Context: an optimization exercise on an open-source flow, tuned for small area. The choices shown serve that exercise and are no tape-out recipe.
Function not checked in this run: the RTL went through the layout flow alone.

===== run.sh =====
#!/bin/bash
# synth_recipe.tcl (not shown) runs the flow's synth.tcl, then flattens the netlist and writes it again
# the make line also repeats each setting of config.mk as NAME=value (left out here)
make -C /OpenROAD-flow-scripts/flow DESIGN_CONFIG=/design/flow/config.mk WORK_HOME=/design/flow/orfs CLKGATE_MAP_FILE= SYNTH_SCRIPT=/design/flow/synth_recipe.tcl finish

===== config.mk =====
export PLATFORM = sky130hd
export DESIGN_NAME = Mesh
export DESIGN_NICKNAME = Mesh
export VERILOG_FILES = /design/flow/design.v
export SDC_FILE = /design/flow/constraint.sdc
export NUM_CORES = 4
export LEC_CHECK = 0
export CAP_MARGIN = 20
export CORE_MARGIN = 2
export CORE_UTILIZATION = 40
export PLACE_DENSITY = 0.6
export SLEW_MARGIN = 20

===== constraint.sdc =====
create_clock -name core_clock -period 5.2 [get_ports {clock}]
set_input_delay 1.0400 -clock core_clock [delete_from_list [all_inputs] [get_ports {clock}]]
set_output_delay 1.0400 -clock core_clock [all_outputs]
set_load 0.01 [all_outputs]

===== design.v =====
module PE_MAC(
  input [7:0] a,
  input [7:0] b,
  input [15:0] acc,
  output [15:0] sum
);
  wire w1, w2, w3, w4, w5, w6, w7, w8, w9, w10, w11, w12, w13, w14, w15, w16, w17, w18, w19, w20, w21, w22, w23, w24, w25, w26, w27, w28, w29, w30, w31, w32, w33, w34, w35, w36, w37, w38, w39, w40, w41, w42, w43, w44, w45, w46, w47, w48, w49, w50, w51, w52, w53, w54, w55, w56, w57, w58, w59, w60, w61, w62, w63, w64, w65, w66, w67, w68, w69, w70, w71, w72, w73, w74, w75, w76, w77, w78, w79, w80, w81, w82, w83, w84, w85, w86, w87, w88, w89, w90, w91, w92, w93, w94, w95, w96, w97, w98, w99, w100, w101, w102, w103, w104, w105, w106, w107, w108, w109, w110, w111, w112, w113, w114, w115, w116, w117, w118, w119, w120, w121, w122, w123, w124, w125, w126, w127, w128, w129, w130, w131, w132, w133, w134, w135, w136, w137, w138, w139, w140, w141, w142, w143, w144, w145, w146, w147, w148, w149, w150, w151, w152, w153, w154, w155, w156, w157, w158, w159, w160, w161, w162, w163, w164, w165, w166, w167, w168, w169, w170, w171, w172, w173, w174, w175, w176, w177, w178, w179, w180, w181, w182, w183, w184, w185, w186, w187, w188, w189, w190, w191, w192, w193, w194, w195, w196, w197, w198, w199, w200, w201, w202, w203, w204, w205, w206, w207, w208, w209, w210, w211, w212, w213, w214, w215, w216, w217, w218, w219, w220, w221, w222, w223, w224, w225, w226, w227, w228, w229, w230, w231, w232, w233, w234, w235, w236, w237, w238, w239, w240, w241, w242, w243, w244, w245, w246, w247, w248, w249, w250, w251, w252, w253, w254, w255, w256, w257, w258, w259, w260, w261, w262, w263;
  assign w1 = a[0] & b[0];
  assign w2 = a[0] & b[1];
  assign w3 = a[0] & b[2];
  assign w4 = a[0] & b[3];
  assign w5 = a[0] & b[4];
  assign w6 = a[0] & b[5];
  assign w7 = a[0] & b[6];
  assign w8 = ~(a[0] & b[7]);
  assign w9 = a[1] & b[0];
  assign w10 = a[1] & b[1];
  assign w11 = a[1] & b[2];
  assign w12 = a[1] & b[3];
  assign w13 = a[1] & b[4];
  assign w14 = a[1] & b[5];
  assign w15 = a[1] & b[6];
  assign w16 = ~(a[1] & b[7]);
  assign w17 = a[2] & b[0];
  assign w18 = a[2] & b[1];
  assign w19 = a[2] & b[2];
  assign w20 = a[2] & b[3];
  assign w21 = a[2] & b[4];
  assign w22 = a[2] & b[5];
  assign w23 = a[2] & b[6];
  assign w24 = ~(a[2] & b[7]);
  assign w25 = a[3] & b[0];
  assign w26 = a[3] & b[1];
  assign w27 = a[3] & b[2];
  assign w28 = a[3] & b[3];
  assign w29 = a[3] & b[4];
  assign w30 = a[3] & b[5];
  assign w31 = a[3] & b[6];
  assign w32 = ~(a[3] & b[7]);
  assign w33 = a[4] & b[0];
  assign w34 = a[4] & b[1];
  assign w35 = a[4] & b[2];
  assign w36 = a[4] & b[3];
  assign w37 = a[4] & b[4];
  assign w38 = a[4] & b[5];
  assign w39 = a[4] & b[6];
  assign w40 = ~(a[4] & b[7]);
  assign w41 = a[5] & b[0];
  assign w42 = a[5] & b[1];
  assign w43 = a[5] & b[2];
  assign w44 = a[5] & b[3];
  assign w45 = a[5] & b[4];
  assign w46 = a[5] & b[5];
  assign w47 = a[5] & b[6];
  assign w48 = ~(a[5] & b[7]);
  assign w49 = a[6] & b[0];
  assign w50 = a[6] & b[1];
  assign w51 = a[6] & b[2];
  assign w52 = a[6] & b[3];
  assign w53 = a[6] & b[4];
  assign w54 = a[6] & b[5];
  assign w55 = a[6] & b[6];
  assign w56 = ~(a[6] & b[7]);
  assign w57 = ~(a[7] & b[0]);
  assign w58 = ~(a[7] & b[1]);
  assign w59 = ~(a[7] & b[2]);
  assign w60 = ~(a[7] & b[3]);
  assign w61 = ~(a[7] & b[4]);
  assign w62 = ~(a[7] & b[5]);
  assign w63 = ~(a[7] & b[6]);
  assign w64 = a[7] & b[7];
  assign w65 = ~w58;
  assign w66 = acc[1] ^ w2;
  assign w67 = acc[1] & w2;
  assign w68 = acc[2] ^ w3 ^ w10;
  assign w69 = (acc[2] & w3) | (acc[2] & w10) | (w3 & w10);
  assign w70 = w17 ^ w67;
  assign w71 = w17 & w67;
  assign w72 = acc[3] ^ w4 ^ w11;
  assign w73 = (acc[3] & w4) | (acc[3] & w11) | (w4 & w11);
  assign w74 = w18 ^ w25 ^ w69;
  assign w75 = (w18 & w25) | (w18 & w69) | (w25 & w69);
  assign w76 = w72 ^ w71;
  assign w77 = w72 & w71;
  assign w78 = acc[4] ^ w5 ^ w12;
  assign w79 = (acc[4] & w5) | (acc[4] & w12) | (w5 & w12);
  assign w80 = w19 ^ w26 ^ w33;
  assign w81 = (w19 & w26) | (w19 & w33) | (w26 & w33);
  assign w82 = w73 ^ w78 ^ w80;
  assign w83 = (w73 & w78) | (w73 & w80) | (w78 & w80);
  assign w84 = w77 ^ w75;
  assign w85 = w77 & w75;
  assign w86 = acc[5] ^ w6 ^ w13;
  assign w87 = (acc[5] & w6) | (acc[5] & w13) | (w6 & w13);
  assign w88 = w20 ^ w27 ^ w34;
  assign w89 = (w20 & w27) | (w20 & w34) | (w27 & w34);
  assign w90 = w41 ^ w79 ^ w81;
  assign w91 = (w41 & w79) | (w41 & w81) | (w79 & w81);
  assign w92 = w86 ^ w88 ^ w83;
  assign w93 = (w86 & w88) | (w86 & w83) | (w88 & w83);
  assign w94 = w90 ^ w85;
  assign w95 = w90 & w85;
  assign w96 = acc[6] ^ w7 ^ w14;
  assign w97 = (acc[6] & w7) | (acc[6] & w14) | (w7 & w14);
  assign w98 = w21 ^ w28 ^ w35;
  assign w99 = (w21 & w28) | (w21 & w35) | (w28 & w35);
  assign w100 = w42 ^ w49 ^ w87;
  assign w101 = (w42 & w49) | (w42 & w87) | (w49 & w87);
  assign w102 = w89 ^ w96 ^ w98;
  assign w103 = (w89 & w96) | (w89 & w98) | (w96 & w98);
  assign w104 = w91 ^ w100 ^ w102;
  assign w105 = (w91 & w100) | (w91 & w102) | (w100 & w102);
  assign w106 = w93 ^ w95;
  assign w107 = w93 & w95;
  assign w108 = acc[7] ^ w8 ^ w15;
  assign w109 = (acc[7] & w8) | (acc[7] & w15) | (w8 & w15);
  assign w110 = w22 ^ w29 ^ w36;
  assign w111 = (w22 & w29) | (w22 & w36) | (w29 & w36);
  assign w112 = w43 ^ w50 ^ w57;
  assign w113 = (w43 & w50) | (w43 & w57) | (w50 & w57);
  assign w114 = w97 ^ w99 ^ w108;
  assign w115 = (w97 & w99) | (w97 & w108) | (w99 & w108);
  assign w116 = w110 ^ w112 ^ w101;
  assign w117 = (w110 & w112) | (w110 & w101) | (w112 & w101);
  assign w118 = w103 ^ w114 ^ w116;
  assign w119 = (w103 & w114) | (w103 & w116) | (w114 & w116);
  assign w120 = w105 ^ w107;
  assign w121 = w105 & w107;
  assign w122 = acc[8] ^ w16 ^ w23;
  assign w123 = (acc[8] & w16) | (acc[8] & w23) | (w16 & w23);
  assign w124 = w30 ^ w37 ^ w44;
  assign w125 = (w30 & w37) | (w30 & w44) | (w37 & w44);
  assign w126 = w51 ^ w65 ^ w109;
  assign w127 = (w51 & w65) | (w51 & w109) | (w65 & w109);
  assign w128 = w111 ^ w113 ^ w122;
  assign w129 = (w111 & w113) | (w111 & w122) | (w113 & w122);
  assign w130 = w124 ^ w115 ^ w126;
  assign w131 = (w124 & w115) | (w124 & w126) | (w115 & w126);
  assign w132 = w128 ^ w117 ^ w130;
  assign w133 = (w128 & w117) | (w128 & w130) | (w117 & w130);
  assign w134 = w119 ^ w132;
  assign w135 = w119 & w132;
  assign w136 = acc[9] ^ w24 ^ w31;
  assign w137 = (acc[9] & w24) | (acc[9] & w31) | (w24 & w31);
  assign w138 = w38 ^ w45 ^ w52;
  assign w139 = (w38 & w45) | (w38 & w52) | (w45 & w52);
  assign w140 = w59 ^ w58 ^ w123;
  assign w141 = (w59 & w58) | (w59 & w123) | (w58 & w123);
  assign w142 = w125 ^ w136 ^ w138;
  assign w143 = (w125 & w136) | (w125 & w138) | (w136 & w138);
  assign w144 = w127 ^ w129 ^ w140;
  assign w145 = (w127 & w129) | (w127 & w140) | (w129 & w140);
  assign w146 = w142 ^ w131 ^ w144;
  assign w147 = (w142 & w131) | (w142 & w144) | (w131 & w144);
  assign w148 = w133 ^ w146;
  assign w149 = w133 & w146;
  assign w150 = acc[10] ^ w32 ^ w39;
  assign w151 = (acc[10] & w32) | (acc[10] & w39) | (w32 & w39);
  assign w152 = w46 ^ w53 ^ w60;
  assign w153 = (w46 & w53) | (w46 & w60) | (w53 & w60);
  assign w154 = w137 ^ w139 ^ w150;
  assign w155 = (w137 & w139) | (w137 & w150) | (w139 & w150);
  assign w156 = w152 ^ w141 ^ w143;
  assign w157 = (w152 & w141) | (w152 & w143) | (w141 & w143);
  assign w158 = w154 ^ w145 ^ w156;
  assign w159 = (w154 & w145) | (w154 & w156) | (w145 & w156);
  assign w160 = w147 ^ w158;
  assign w161 = w147 & w158;
  assign w162 = acc[11] ^ w40 ^ w47;
  assign w163 = (acc[11] & w40) | (acc[11] & w47) | (w40 & w47);
  assign w164 = w54 ^ w61 ^ w151;
  assign w165 = (w54 & w61) | (w54 & w151) | (w61 & w151);
  assign w166 = w153 ^ w162 ^ w155;
  assign w167 = (w153 & w162) | (w153 & w155) | (w162 & w155);
  assign w168 = w164 ^ w157 ^ w166;
  assign w169 = (w164 & w157) | (w164 & w166) | (w157 & w166);
  assign w170 = w159 ^ w168;
  assign w171 = w159 & w168;
  assign w172 = acc[12] ^ w48 ^ w55;
  assign w173 = (acc[12] & w48) | (acc[12] & w55) | (w48 & w55);
  assign w174 = w62 ^ w163 ^ w172;
  assign w175 = (w62 & w163) | (w62 & w172) | (w163 & w172);
  assign w176 = w165 ^ w174 ^ w167;
  assign w177 = (w165 & w174) | (w165 & w167) | (w174 & w167);
  assign w178 = w176 ^ w169;
  assign w179 = w176 & w169;
  assign w180 = acc[13] ^ w56 ^ w63;
  assign w181 = (acc[13] & w56) | (acc[13] & w63) | (w56 & w63);
  assign w182 = w173 ^ w180 ^ w175;
  assign w183 = (w173 & w180) | (w173 & w175) | (w180 & w175);
  assign w184 = w182 ^ w177;
  assign w185 = w182 & w177;
  assign w186 = acc[14] ^ w64 ^ w181;
  assign w187 = (acc[14] & w64) | (acc[14] & w181) | (w64 & w181);
  assign w188 = w186 ^ w183;
  assign w189 = w186 & w183;
  assign w190 = acc[15] ^ w187;
  assign w191 = acc[0] ^ w1;
  assign w192 = acc[0] & w1;
  assign w193 = w9 ^ w66 ^ w192;
  assign w194 = (w9 & w66) | (w9 & w192) | (w66 & w192);
  assign w195 = w68 ^ w70 ^ w194;
  assign w196 = (w68 & w70) | (w68 & w194) | (w70 & w194);
  assign w197 = w76 ^ w74 ^ w196;
  assign w198 = (w76 & w74) | (w76 & w196) | (w74 & w196);
  assign w199 = w82 ^ w84 ^ w198;
  assign w200 = (w82 & w84) | (w82 & w198) | (w84 & w198);
  assign w201 = w92 ^ w94 ^ w200;
  assign w202 = (w92 & w94) | (w92 & w200) | (w94 & w200);
  assign w203 = w104 & w106;
  assign w204 = w104 ^ w106;
  assign w205 = w118 & w120;
  assign w206 = w118 ^ w120;
  assign w207 = w121 & w134;
  assign w208 = w121 ^ w134;
  assign w209 = w135 & w148;
  assign w210 = w135 ^ w148;
  assign w211 = w149 & w160;
  assign w212 = w149 ^ w160;
  assign w213 = w161 & w170;
  assign w214 = w161 ^ w170;
  assign w215 = w171 & w178;
  assign w216 = w171 ^ w178;
  assign w217 = w184 & w179;
  assign w218 = w184 ^ w179;
  assign w219 = w188 & w185;
  assign w220 = w188 ^ w185;
  assign w221 = w190 & w189;
  assign w222 = w190 ^ w189;
  assign w223 = w203 | (w204 & w202);
  assign w224 = w205 | (w206 & w223);
  assign w225 = w206 & w204;
  assign w226 = w209 | (w210 & w207);
  assign w227 = w210 & w208;
  assign w228 = w213 | (w214 & w211);
  assign w229 = w214 & w212;
  assign w230 = w217 | (w218 & w215);
  assign w231 = w218 & w216;
  assign w232 = w221 | (w222 & w219);
  assign w233 = w222 & w220;
  assign w234 = w207 | (w208 & w224);
  assign w235 = w208 & w225;
  assign w236 = w226 | (w227 & w224);
  assign w237 = w227 & w225;
  assign w238 = w215 | (w216 & w228);
  assign w239 = w216 & w229;
  assign w240 = w230 | (w231 & w228);
  assign w241 = w231 & w229;
  assign w242 = w211 | (w212 & w236);
  assign w243 = w212 & w237;
  assign w244 = w228 | (w229 & w236);
  assign w245 = w229 & w237;
  assign w246 = w238 | (w239 & w236);
  assign w247 = w239 & w237;
  assign w248 = w240 | (w241 & w236);
  assign w249 = w241 & w237;
  assign w250 = w219 | (w220 & w248);
  assign w251 = w220 & w249;
  assign w252 = w232 | (w233 & w248);
  assign w253 = w233 & w249;
  assign w254 = w204 ^ w202;
  assign w255 = w206 ^ w223;
  assign w256 = w208 ^ w224;
  assign w257 = w210 ^ w234;
  assign w258 = w212 ^ w236;
  assign w259 = w214 ^ w242;
  assign w260 = w216 ^ w244;
  assign w261 = w218 ^ w246;
  assign w262 = w220 ^ w248;
  assign w263 = w222 ^ w250;
  assign sum[0] = w191;
  assign sum[1] = w193;
  assign sum[2] = w195;
  assign sum[3] = w197;
  assign sum[4] = w199;
  assign sum[5] = w201;
  assign sum[6] = w254;
  assign sum[7] = w255;
  assign sum[8] = w256;
  assign sum[9] = w257;
  assign sum[10] = w258;
  assign sum[11] = w259;
  assign sum[12] = w260;
  assign sum[13] = w261;
  assign sum[14] = w262;
  assign sum[15] = ~w263;
endmodule
module PE_16(
  input         clock,
  input  [7:0]  a,
  input  [7:0]  b,
  input  [15:0] d,
  input         p,
  input         p_next,
  output [15:0] c_out
);
  reg  [15:0] acc;
  reg  [15:0] sh;
  wire [15:0] sum;
  wire        keep = (p == p_next);
  PE_MAC mac (.a(a), .b(b), .acc(acc), .sum(sum));
  always @(posedge clock) begin
    acc <= keep ? sum : d;
    sh  <= keep ? d : sum;
  end
  assign c_out = sh;
endmodule
module Mesh(
  input         clock,
  input  [7:0]  io_in_a_0_0,
  input  [7:0]  io_in_a_1_0,
  input  [7:0]  io_in_a_2_0,
  input  [7:0]  io_in_a_3_0,
  input  [7:0]  io_in_d_0_0,
  input  [7:0]  io_in_d_1_0,
  input  [7:0]  io_in_d_2_0,
  input  [7:0]  io_in_d_3_0,
  input  [15:0] io_in_b_0_0,
  input  [15:0] io_in_b_1_0,
  input  [15:0] io_in_b_2_0,
  input  [15:0] io_in_b_3_0,
  input         io_in_control_0_0_propagate,
  input         io_in_control_1_0_propagate,
  input         io_in_control_2_0_propagate,
  input         io_in_control_3_0_propagate,
  output [15:0] io_out_c_0_0,
  output [15:0] io_out_c_1_0,
  output [15:0] io_out_c_2_0,
  output [15:0] io_out_c_3_0
);
  wire [7:0]  in_a [0:3];
  wire [7:0]  in_b [0:3];
  wire [15:0] in_d [0:3];
  wire        in_p [0:3];
  assign in_a[0] = io_in_a_0_0; assign in_a[1] = io_in_a_1_0;
  assign in_a[2] = io_in_a_2_0; assign in_a[3] = io_in_a_3_0;
  assign in_b[0] = io_in_d_0_0; assign in_b[1] = io_in_d_1_0;
  assign in_b[2] = io_in_d_2_0; assign in_b[3] = io_in_d_3_0;
  assign in_d[0] = io_in_b_0_0; assign in_d[1] = io_in_b_1_0;
  assign in_d[2] = io_in_b_2_0; assign in_d[3] = io_in_b_3_0;
  assign in_p[0] = io_in_control_0_0_propagate;
  assign in_p[1] = io_in_control_1_0_propagate;
  assign in_p[2] = io_in_control_2_0_propagate;
  assign in_p[3] = io_in_control_3_0_propagate;
  genvar i, j;
  generate
    for (i = 0; i < 4; i = i + 1) begin : row
      for (j = 0; j < 4; j = j + 1) begin : col
        reg  [7:0]  a_r;
        reg  [7:0]  b_r;
        reg  [15:0] d_r;
        reg         p_r;
        wire [15:0] c_out;
        wire        p_next;
        if (j == 0) begin : ain
          always @(posedge clock) a_r <= in_a[i];
        end else begin : ain
          always @(posedge clock) a_r <= row[i].col[j-1].a_r;
        end
        if (i == 0) begin : top
          always @(posedge clock) begin
            b_r <= in_b[j];
            d_r <= in_d[j];
            p_r <= in_p[j];
          end
          assign p_next = in_p[j];
        end else begin : top
          always @(posedge clock) begin
            b_r <= row[i-1].col[j].b_r;
            d_r <= row[i-1].col[j].c_out;
            p_r <= row[i-1].col[j].p_r;
          end
          assign p_next = row[i-1].col[j].p_r;
        end
        PE_16 pe (
          .clock(clock),
          .a(a_r),
          .b(b_r),
          .d(d_r),
          .p(p_r),
          .p_next(p_next),
          .c_out(c_out)
        );
      end
    end
  endgenerate
  reg [15:0] out_0, out_1, out_2, out_3;
  always @(posedge clock) begin
    out_0 <= row[3].col[0].c_out;
    out_1 <= row[3].col[1].c_out;
    out_2 <= row[3].col[2].c_out;
    out_3 <= row[3].col[3].c_out;
  end
  assign io_out_c_0_0 = out_0;
  assign io_out_c_1_0 = out_1;
  assign io_out_c_2_0 = out_2;
  assign io_out_c_3_0 = out_3;
endmodule

==> summary.txt <==
-- sequential cells by signal, indices dropped and copies added (netlist names) --
| signal | flops |
|---|---|
| row.col.p_r | 16 |
| row.col.pe.sh | 256 |
| row.col.d_r | 256 |
| row.col.a_r | 128 |
| out_3 | 16 |
| out_1 | 16 |
| row.col.b_r | 128 |
| out_2 | 16 |
| row.col.pe.acc | 256 |
| out_0 | 16 |
-- what timing repair did --
action	4_1_cts	5_1_grt
pin swaps	6	79
setup endpoints to repair	68	68
resized for setup	64	111
setup buffers	3	10
-- final cells by class --
cell class	count	area, sq um
Antenna cell	3	7.51
Clock inverter	71	842
Tap cell	2058	2570
Multi-Input combinational cell	3968	37200
Fill cell	14400	82200
Clock buffer	144	3240
Timing Repair Buffer	479	4090
Inverter	1152	4320
Sequential cell	1104	22100
-- cell families after synthesis --
kind of cell	count (synthesis)	share of synthesized area, %
and+or+nand+nor	2160	15.4
buffers and inverters	1264	7.71
adders and majority gates	1264	36.1
DFF	1104	35.0
AOI/OAI and AO/OA	432	4.15
xor gates and xnor gates	112	1.66
-- through the flow --
step                      hold WS, ps  instance area (sq um)
after floorplan                   310                  63300
after global placement            311                  69500
after detailed placement          312                  69600
after CTS                         299                  73800
after global routing              303                  74300
final                             303                  74300
-- metal layers --
| layer | track usage, % | vias up | wire [um] |
|---|---|---|---|
| met1 | 25.6 | 20200 | 67000 |
| li1 | - | 19900 | - |
| met3 | 2.75 | 232 | 6350 |
| met4 | 6.08 | 4 | 4250 |
| met5 | 0 | - | 33 |
| met2 | 28.7 | 786 | 64300 |
-- cells in the final DEF, fill, tap and decap left out, types with 122 or more instances in the layout --
cell type / count
nand2_1: 1456
inv_1: 1152
dfxtp_1: 1087
fa_1: 808
and2_1: 512
ha_1: 325
buf_4: 283
clkdlybuf4s50_1: 196
o21ai_0: 127
clkbuf_16: 122
-- worst max path at each step --
stage,startpoint,to,slack (ps),cells after the start
finish,row[1].col[0].a_r[0]$_DFF_P_,row[1].col[0].pe.sh[15]$_DFF_P_,160,17
global route,row[0].col[2].a_r[0]$_DFF_P_,row[0].col[2].pe.sh[15]$_DFF_P_,-20,17
CTS,row[0].col[3].a_r[0]$_DFF_P_,row[0].col[3].pe.acc[15]$_DFF_P_,0.8,17
detailed placement,row[1].col[2].a_r[0]$_DFF_P_,row[1].col[2].pe.acc[15]$_DFF_P_,-390,17
global placement,row[1].col[2].a_r[0]$_DFF_P_,row[1].col[2].pe.acc[15]$_DFF_P_,-240,17
floorplan,row[0].col[3].a_r[0]$_DFF_P_,row[0].col[3].pe.acc[15]$_DFF_P_,1,17
==> impl_metrics.json <==
{
  "async_flop_share_pct": 0,
  "synth_top_cell_by_area": "dfxtp_1",
  "yosysMostFrequentCell": "nand2_1",
  "grt_pass1_vias": 43700,
  "rr_worst_depth": 17,
  "fin_cells": 8979,
  "final_nets": 8222,
  "htreeDepth": 3,
  "setup_viol": 0,
  "final_layout_size_suffix_gt1_share_pct": 10.6,
  "fp-row-count": 145,
  "cpMaxStageDelayCell": "fa_2",
  "synth_common_cells": "1456 x nand2_1, 1152 x inv_1, 1104 x dfxtp_1",
  "skew_ps": 55.0,
  "max_cap_viol_count": 0,
  "cts_tree": "done",
  "crit_buf_inv": 0,
  "max_stage_delay_ps": 420,
  "crit_family": "adder cells",
  "dpl.hpwl_um": 114000,
  "end_kind": "flip-flop",
  "crit_path_max_fanout": 3,
  "initial_core_util_pct": 40.3,
  "portBuffers": 196,
  "track_usage_pct": 18.2,
  "die_width_um": 401,
  "dieArea_sq_mm": 0.161,
  "viasPerCell": 4.59,
  "via_count": 41200,
  "crit_arrival_ps": 5640,
  "synthesis.nets": 7733,
  "drcViolationCount": 0,
  "period_share_pct": 96.8,
  "insertion_delay_ps": 740,
  "placed_cells": 8748,
  "utilization_pct": 47.5,
  "die_h_um": 401,
  "r2r_end": "row[1].col[0].pe.sh[15]$_DFF_P_",
  "postSynthAreaPerCell_sq_um": 9.97,
  "hold_end": "row[2].col[2].d_r[4]$_DFF_P_",
  "outcome": "no timing/DRC/antenna violations",
  "cts_buffers": 120,
  "worstSetupPathType": "reg2reg",
  "synth_cell_types": 30,
  "ys_top_cells_by_area": "dfxtp_1 35%, fa_1 29%, nand2_1 8.7%",
  "fin_setup_tns_ps": 0,
  "tightest_slew_ps": 1000,
  "fin_crit_ps": 5040,
  "cts.sinks": 1104,
  "cp-start-kind": "flip-flop",
  "wirelength_um": 142000,
  "grt_pass1_wl_um": 234000,
  "hp-class": "reg2reg",
  "hold-path-cell-count": 0,
  "timing.final.ws_setup_ps": 164,
  "pin_count": 197,
  "clock-root-buffer": "clkbuf_16",
  "final_max_slew_viol_count": 0,
  "crit_required_ps": 5800,
  "r2r_start": "row[1].col[0].a_r[0]$_DFF_P_",
  "syn2layout_area_growth_pct": 17.7,
  "max_freq_mhz": 199,
  "yosysSeqAreaShare_pct": 35.0,
  "wl_per_cell_um": 15.8,
  "worstHoldStart": "row[1].col[2].pe.sh[4]$_DFF_P_",
  "cp_common_cell": "fa_2",
  "core-area_sq_mm": 0.157,
  "yosysWarnings": 2,
  "slew-limit-headroom_pct": 33.2,
  "overflow": 0,
  "cts_buffer_depth": 3,
  "crit_chain": "and2_1 > ha_1 > fa_2 > fa_2 > fa_2 > fa_2 > fa_2 > fa_2 > fa_2 > a211oi_2 > o21ai_2 > and4_1 > nor2_2 > fa_2 > xnor2_2 > xnor2_1 > a21oi_1",
  "hold_violations": 0,
  "ys_ff_latch": 1104,
  "synthFlopType": "dfxtp_1",
  "postRouteAntennaNets": 0,
  "gp_congestion": 0.865,
  "synth_area_sq_mm": 0.0632,
  "synth_edf_count": 0,
  "pre_cts_ws_ps": -388,
  "antenna_found_initial": 3,
  "grt_max_degree": 43,
  "first_pass_iters": 5,
  "worst-r2r-setup-slack_ps": 160,
  "first_iter_violations": 2118,
  "netlist.area_leader.share_pct": 35.0,
  "hold_buffers": 0,
  "synthCells": 6336,
  "clk_pin_slew_ps": 60
}

==> port drivers added, routing unchanged <==
The results above use ideal ports. As a check the final layout listed here was re-extracted and re-timed, cells and wires unchanged.
Step 1 (the two cells are an assumption about what drives the block):
set clk [get_ports {clock}]
set_driving_cell -lib_cell sky130_fd_sc_hd__clkbuf_16 $clk
set_driving_cell -lib_cell sky130_fd_sc_hd__buf_2 [delete_from_list [all_inputs] $clk]
Step 2 moves the port delays by t, midway between the first and last clock arrival at a register: inputs arrive t later, outputs are due t later. That takes back most of the time a late clock gives input paths.
Three values: ideal, step 1, step 2; two values: the first two.
t (ns): 0.795
slack for setup (ns): 0.164 / 0.164 / 0.164
worst register clock-pin slew, ns: 0.07 / 0.07
pins driven straight from the clock port: 1
After both steps this run still meets setup and hold. For this run, drivers alone change the setup slack by 0.000 ns; drivers and shift together by 0.000 ns.
